From an optimization exercise on the open Yosys and OpenROAD flow, aimed at small area; shortcuts taken in it are not production practice.
Function was checked by simulation only, so behaviour that the tests miss may differ from the original.
Power figures rest on the tool's default switching activity, not on a simulated workload.

==> build 44 <==
// Dmac_Top
module Dmac_Top (
    input  logic        clk,
    input  logic        rst,
    input  logic        write,
    input  logic        HSel,
    input  logic [1:0]  STrans,
    input  logic [31:0] HWData,
    input  logic [31:0] HAddr,
    input  logic [31:0] MRData,
    input  logic        HReady,
    input  logic [1:0]  M_HResp,
    output logic HReadyOut,
    output logic [1:0] S_HResp,
    input  logic [1:0]  DmacReq,      
    input  logic        Bus_Grant,   
    output logic [31:0] MAddress,
    output logic [31:0] MWData,
    output logic [3:0]  MBurst_Size,
    output logic        MWrite,
    output logic [1:0]  MTrans,
    output logic [3:0]  MWStrb,
    output logic        Bus_Req,
    output logic        Interrupt,
    output logic [1:0]  ReqAck
);
make LEC_CHECK=0 CAP_MARGIN=20 CORE_MARGIN=2 CORE_UTILIZATION=60 CTS_BUF_LIST='sky130_fd_sc_hd__clkbuf_4 sky130_fd_sc_hd__clkbuf_8' PLACE_DENSITY=0.75 SLEW_MARGIN=20 finish   # period 10.0 ns
run.sh (not shown) runs the stock make flow with config.mk's settings and CLKGATE_MAP_FILE= SYNTH_SCRIPT=/design/flow/synth_recipe.tcl, a recipe that flattens the netlist after the stock synthesis.
==> inputs of trial 74, as changes to build 44 <==
==> flow/flow/run.sh (new file) <==
#!/bin/bash
# Layout: the standard flow with four changes:
#  - synthesis is the standard synthesis, except that ABC maps the logic with the
#    area-oriented script flow/abc_map.script (registers are mapped before ABC runs, so
#    they are the same as the standard synthesis's);
#  - the port buffers are buf_1 cells (every input and output port still gets one);
#  - the clock tree is built from clkbuf_4 over sink clusters of at most 10;
#  - the clock tree gets no dummy loads;
#  - after global routing, gates off the critical paths are downsized (RECOVER_POWER).
# Logs: synth.log and standard.log here, and ORFS's per-step logs under orfs/logs.
set -euo pipefail
rm -rf scripts_abc
cp -r "$FLOW_HOME/scripts" scripts_abc
cp flow/abc_map.script scripts_abc/abc_speed.script
bash standard.sh "SCRIPTS_DIR=$PWD/scripts_abc" synth > synth.log 2>&1
CTS="-sink_clustering_enable -repair_clock_nets -dont_use_dummy_load"
CTS="$CTS -buf_list {sky130_fd_sc_hd__clkbuf_4}"
CTS="$CTS -sink_clustering_size 10 -sink_clustering_max_diameter 40"
bash standard.sh "CTS_ARGS=$CTS" "BUFFER_PORTS_ARGS=-buffer_cell sky130_fd_sc_hd__buf_1" RECOVER_POWER=100 finish > standard.log 2>&1
==> flow/flow/abc_map.script (new file) <==
strash
dc2
dch -f
amap -F 3 -A 8
strash
dc2
dch -f
amap -F 3 -A 8
topo
==> flow/standard.sh (new file) <==
#!/bin/bash
# synth_recipe.tcl (not shown) runs the flow's synth.tcl, then flattens the netlist and writes it again
# the make line also repeats each setting of config.mk as NAME=value (left out here)
make -C /OpenROAD-flow-scripts/flow DESIGN_CONFIG=/design/flow/config.mk WORK_HOME=/design/flow/orfs CLKGATE_MAP_FILE= SYNTH_SCRIPT=/design/flow/synth_recipe.tcl "${@:-finish}"
CAP_MARGIN = 10   (was 20)
CTS_BUF_LIST = unset   (was sky130_fd_sc_hd__clkbuf_4 sky130_fd_sc_hd__clkbuf_8)
SLEW_MARGIN = 10   (was 20)
removed: flow/run.sh
==> inputs of trial 35, as changes to build 44 <==
==> flow/flow/run.sh (new file) <==
#!/bin/bash
# Layout: the standard flow with four changes:
#  - synthesis is the standard synthesis, except that ABC maps the logic with the
#    area-oriented script flow/abc_map.script (registers are mapped before ABC runs, so
#    they are the same as the standard synthesis's);
#  - the port buffers are buf_1 cells (every input and output port still gets one);
#  - the clock tree is built from clkbuf_4 over sink clusters of at most 10;
#  - the clock tree gets no dummy loads.
# Logs: synth.log and standard.log here, and ORFS's per-step logs under orfs/logs.
set -euo pipefail
rm -rf scripts_abc
cp -r "$FLOW_HOME/scripts" scripts_abc
cp flow/abc_map.script scripts_abc/abc_speed.script
bash standard.sh "SCRIPTS_DIR=$PWD/scripts_abc" synth > synth.log 2>&1
CTS="-sink_clustering_enable -repair_clock_nets -dont_use_dummy_load"
CTS="$CTS -buf_list {sky130_fd_sc_hd__clkbuf_4}"
CTS="$CTS -sink_clustering_size 10 -sink_clustering_max_diameter 40"
bash standard.sh "CTS_ARGS=$CTS" "BUFFER_PORTS_ARGS=-buffer_cell sky130_fd_sc_hd__buf_1" finish > standard.log 2>&1
==> flow/flow/abc_map.script (new file) <==
strash
dc2
dch -f
amap -F 3 -A 8
strash
dc2
dch -f
amap -F 3 -A 8
topo
==> flow/standard.sh (new file) <==
#!/bin/bash
# synth_recipe.tcl (not shown) runs the flow's synth.tcl, then flattens the netlist and writes it again
# the make line also repeats each setting of config.mk as NAME=value (left out here)
make -C /OpenROAD-flow-scripts/flow DESIGN_CONFIG=/design/flow/config.mk WORK_HOME=/design/flow/orfs CLKGATE_MAP_FILE= SYNTH_SCRIPT=/design/flow/synth_recipe.tcl "${@:-finish}"
CORE_UTILIZATION = 70   (was 60)
CTS_BUF_LIST = unset   (was sky130_fd_sc_hd__clkbuf_4 sky130_fd_sc_hd__clkbuf_8)
PLACE_DENSITY = 0.85   (was 0.75)
removed: flow/run.sh
==> run notes <==
Register-to-register slack: trial 74 is worse than trial 35 (1.1 ns). Trial 35 completed with no timing, DRC or antenna violations. Trial 74 finished but fails on max-capacitance violations, max-slew violations. Build 44 finished with timing, DRC and antenna clean. Of trial 35 and trial 74, trial 74 has the higher die area (gap 14%, measured against trial 74). Between trial 74 and trial 35, the lower first-iteration DRC count is in trial 74 (gap about 14%, measured against trial 35). Non-clock buffer count: trial 35 < trial 74 < build 44. Cell area: trial 74 < trial 35 < build 44. Via count: build 44 is higher than trial 35 (7.5%). Critical path depth: build 44 < trial 35 < trial 74. In trial 35 the clock power is lower than in build 44, by about 47%.
==> figures <==
| metric | trial 35 | trial 74 | build 44 |
|---|---|---|---|
| Switching power total | 2909 uW | 2877 uW | 2347 uW |
| P&R area growth vs syn | 8.107% | 8.087% | 13.67% |
| Initial antenna violation count | 8 | 4 | 1 |
| Final worst path period share | 95.10% | 96.01% | 92.65% |
| Share of the core filled with cells | 76.24% | 65.20% | 68.72% |
| Setup WS post-layout | 0.4897 ns | 0.3987 ns | 0.7346 ns |
| Worst hold margin | 0.3630 ns | 0.3648 ns | 0.4199 ns |
| DR vias | 34770 | 33910 | 37370 |
| Area share of the leading cell type in the synthesized netlist | 65.51% | 65.51% | 60.58% |
| Aggregate global-route resource usage | 37.09% | 31.60% | 34.08% |
| Clock Power | 2370 uW | 2400 uW | 4480 uW |
| Post-place setup slack | 0.6837 ns | 0.6297 ns | 0.9320 ns |
| Status | no timing/DRC/antenna violations | finished with violations | no timing/DRC/antenna violations |
| Reasons for failing layout checks | - | max-capacitance violations, max-slew violations | - |
| Clock transition at the registers of the reported paths | 0.10 ns | 0.10 ns | 0.06 ns |
| DR WL met2 | 61.65 mm | 61.04 mm | 68.31 mm |
| Fill count | 4049 | 5980 | 5999 |
| Switching portion of total power | 27.09% | 26.66% | 22.03% |

## static timing again, ports no longer ideal
No port has a modelled driver above. Below, the same layouts with a new extraction and two added sets of constraints.
Step 1, drivers: a clkbuf_16 drives clk and a buf_2 each remaining input, both assumed.
Step 2 times the ports against the registers' clock, not the clock port: input delays grow and output delays shrink by t, the midpoint of the rising clock arrivals with the driver on.
Three values: no drivers, after step 1, after step 2; two values: the first two.
run | t, ns | slack for setup (ns) | worst setup path after step 2 | worst slew at a driven data input, ns
build 44 | 0.925 | 0.735 / 0.702 / 0.702 | input to output | 0.09
trial 74 | 1.085 | 0.399 / 0.375 / -0.467 | input to register | 0.12
trial 35 | 1.053 | 0.490 / 0.468 / 0.468 | input to output | 0.12
The setup slack of trial 74, which loses most, moves by -0.024 ns with the drivers and by -0.866 ns with both steps.
